Source: an optimization exercise on an open RTL-to-GDS flow (aim: small area, a short achievable clock period and few clock cycles per item). Production flows keep margins and buffers that such runs may drop. In this exercise RTL edits were held to simulation tests only and were not proved equivalent to the original.

Setup of trial 22:
==> flow/design.v <==
module gcd #(parameter int CAP = 4)
	(	input [31:0] a_in,           
		input [31:0] b_in,           
		input start,                 
		input reset_n,               
		input clk,                   
		output logic [31:0] result,  
		output logic done);          
	logic	[31:0]	reg_a, reg_b;
	logic			busy;
	logic			zero_a, zero_b;      
	logic			plus_one;            
	logic			b_even;              
	logic			finish;              
	logic	[4:0]	k;                   
	logic	[31:0]	op_a, op_b, x, gen, prop, carry, diff, shifted, next_a;
	logic			c_out, sign, equal, more_twos, k_zero, shl, step;
	logic	[CAP:1]	sel;
	logic	[4:0]	k_in;
	assign op_a		= zero_a ? 32'd0 : reg_a;
	assign op_b		= zero_b ? {32{plus_one}} : reg_b;
	assign x		= op_a ^ op_b;
	assign gen		= op_a & ~op_b;
	assign prop		= ~x;
	logic	[31:0]	pg0, pg1, pg2, pg3, pg4, pg5;    
	logic	[31:0]	pp0, pp1, pp2, pp3, pp4, pp5;    
	assign pg0 = gen;
	assign pp0 = prop;
	prefix_level #(0) u_l0 (pg0, pp0, pg1, pp1);
	prefix_level #(1) u_l1 (pg1, pp1, pg2, pp2);
	prefix_level #(2) u_l2 (pg2, pp2, pg3, pp3);
	prefix_level #(3) u_l3 (pg3, pp3, pg4, pp4);
	prefix_level #(4) u_l4 (pg4, pp4, pg5, pp5);
	assign carry	= {pg5[30:0] | pp5[30:0], 1'b1};
	assign c_out	= pg5[31] | pp5[31];
	assign diff		= prop ^ carry;
	assign sign		= ~(c_out | zero_b);
	logic	[CAP:1]	none;                
	assign none[1] = 1'b1;
	for (genvar j = 1; j <= CAP; j++) begin : g_sel
		if (j < CAP) begin : g_mid
			assign sel[j]		= none[j] & x[j];
			assign none[j+1]	= none[j] & ~x[j];
		end else begin : g_last
			assign sel[j]		= none[j];
		end
	end
	assign more_twos = none[CAP] & ~x[CAP];
	for (genvar i = 0; i < 32; i++) begin : g_shift
		logic [CAP:1] terms;
		for (genvar j = 1; j <= CAP; j++) begin : g_term
			if (i + j <= 31) begin : g_in
				assign terms[j]	= sel[j] & diff[i + j];
			end else begin : g_out
				assign terms[j]	= sel[j] & sign;
			end
		end
		assign shifted[i] = |terms;
	end
	assign next_a	= {shifted[31:1] ^ {31{sign}}, more_twos ? shifted[0] ^ sign : 1'b1};
	assign equal	= ~zero_a & ~zero_b & (x == '0);
	assign k_zero	= (k == 5'd0);
	assign done		= busy & k_zero & (finish | equal);
	assign shl		= busy & ~k_zero & (finish | equal);
	assign step		= busy & ~finish & ~equal;
	always_comb begin
		k_in = 5'd0;
		for (int i = 31; i >= 0; i--)
			if (a_in[i] | b_in[i]) k_in = 5'(i);
	end
	always_ff @(posedge clk, negedge reset_n) begin
		if (~reset_n)		busy <= 1'b0;
		else				busy <= start | (busy & ~done);
	end
	always_ff @(posedge clk) begin
		if (start) begin
			reg_a		<= a_in;
			zero_b		<= ~a_in[0];
			zero_a		<= a_in[0] & ~b_in[0];
			b_even		<= ~b_in[0];
			plus_one	<= 1'b0;
		end else begin
			reg_a		<= next_a;
			zero_b		<= more_twos;
			zero_a		<= b_even & zero_b & ~more_twos;
			b_even		<= b_even & zero_b;
			plus_one	<= sign & more_twos;
		end
	end
	always_ff @(posedge clk) begin
		if (start) begin
			reg_b	<= b_in;
			finish	<= 1'b0;
			k		<= k_in;
		end else if (shl) begin
			reg_b	<= reg_b << 1;
			finish	<= 1'b1;
			k		<= k - 5'd1;
		end else if (step & sign) begin
			reg_b	<= reg_a;
		end
	end
	assign result	= reg_b;
endmodule
module prefix_level #(parameter int L = 0)
	(	input [31:0] g_in, p_in,
		output logic [31:0] g_out, p_out);
	for (genvar i = 0; i < 32; i++) begin : g_bit
		localparam int J = ((i >> L) << L) - 1;
		localparam bit NODE = ((i >> L) % 2 == 1);
		if (NODE) begin : g_node
			assign g_out[i] = g_in[i] | p_in[i] & g_in[J];
			assign p_out[i] = p_in[i] & p_in[J];
		end else begin : g_pass
			assign g_out[i] = g_in[i];
			assign p_out[i] = p_in[i];
		end
	end
endmodule
clock: 4.5 ns
lec_check: 0
abc_area: 1
cap_margin: 20
core_margin: 2
core_utilization: 60
setup_slack_margin: 0.3
slew_margin: 20
standard.sh (not shown) runs the stock make flow with config.mk's settings and CLKGATE_MAP_FILE= SYNTH_SCRIPT=/design/flow/synth_recipe.tcl, a recipe that flattens the netlist after the stock synthesis.
==> flow/flow/run.sh <==
#!/bin/bash
# The standard layout with two changes:
#  - synthesis maps the logic with an area-oriented ABC script (abc.script
#    here, in place of ORFS's abc_area.script; ABC_AREA is 1 in config.mk),
#    leaving the sizing for timing to the placement and repair steps;
#  - the port buffers are the smallest buffer (buf_1).
# Each step's full log is under orfs/logs/; make's output goes to make.log.
set -euo pipefail
here=$(pwd)
rm -rf "$here/scripts"
cp -r "$FLOW_HOME/scripts" "$here/scripts"
chmod -R u+w "$here/scripts"
cp "$here/flow/abc.script" "$here/scripts/abc_area.script"
export SCRIPTS_DIR="$here/scripts"
export BUFFER_PORTS_ARGS="-buffer_cell sky130_fd_sc_hd__buf_1"
bash standard.sh finish > make.log 2>&1
==> flow/flow/abc.script <==
strash
&get -n
&st
&dch
&nf -a
&put
topo
stime -c
Testbench counts of trial 22, summed over its fixed seeds: cycles 158,140, items 8,000.
> inputs changed (trial 22 -> trial 39)
--- a/flow/design.v
+++ b/flow/design.v
@@ -9,9 +9,8 @@
 	logic	[31:0]	reg_a, reg_b;
 	logic			busy;
 	logic			zero_a, zero_b;      
 	logic			plus_one;            
-	logic			b_even;              
 	logic			finish;              
 	logic	[4:0]	k;                   
 	logic	[31:0]	op_a, op_b, x, gen, prop, carry, diff, shifted, next_a;
 	logic			c_out, sign, equal, more_twos, k_zero, shl, step;
@@ -76,15 +75,13 @@
 		if (start) begin
 			reg_a		<= a_in;
 			zero_b		<= ~a_in[0];
 			zero_a		<= a_in[0] & ~b_in[0];
-			b_even		<= ~b_in[0];
 			plus_one	<= 1'b0;
 		end else begin
 			reg_a		<= next_a;
 			zero_b		<= more_twos;
-			zero_a		<= b_even & zero_b & ~more_twos;
-			b_even		<= b_even & zero_b;
+			zero_a		<= ~reg_b[0] & zero_b & ~more_twos;    
 			plus_one	<= sign & more_twos;
 		end
 	end
 	always_ff @(posedge clk) begin
On area after synthesis: trial 39 sits below trial 22.
Critical path depth (trial 39 over trial 22): increase, 1
Status: clock slew seen by the registers of the worst setup and hold paths parity (trial 39, trial 22)
Fmax delta (trial 39 -> trial 22): insignificant
Trial 39: number of global-route vias before repair is 215 lower than what trial 22 reported.
Testbench counts of trial 39, summed over its fixed seeds: cycles 158,140, items 8,000.

[afterwards: timing with drivers on the ports]
How much do the figures lean on ideal ports? The routed layouts below were timed once more, with nothing changed but the port constraints.
Step 1: set_driving_cell puts a clkbuf_16 on clk and a buf_2 on each other input, an assumption about the parent block.
Step 2 moves the port delays by t, midway between the first and last clock arrival at a register: inputs arrive t later, outputs are due t later. That takes back most of the time a late clock gives input paths.
Slacks: ideal ports / drivers / drivers and shift; pairs: ideal ports / drivers.
run	shift t [ns]	setup WS [ns]	worst slew at a driven data input, ns
trial 22	0.400	0.455 / 0.418 / 0.161	0.04
trial 39	0.381	0.454 / 0.422 / 0.237	0.03
After both steps setup and hold are still met in every run listed. The setup slack of trial 22, which loses most, moves by -0.037 ns with the drivers and by -0.294 ns with both steps.
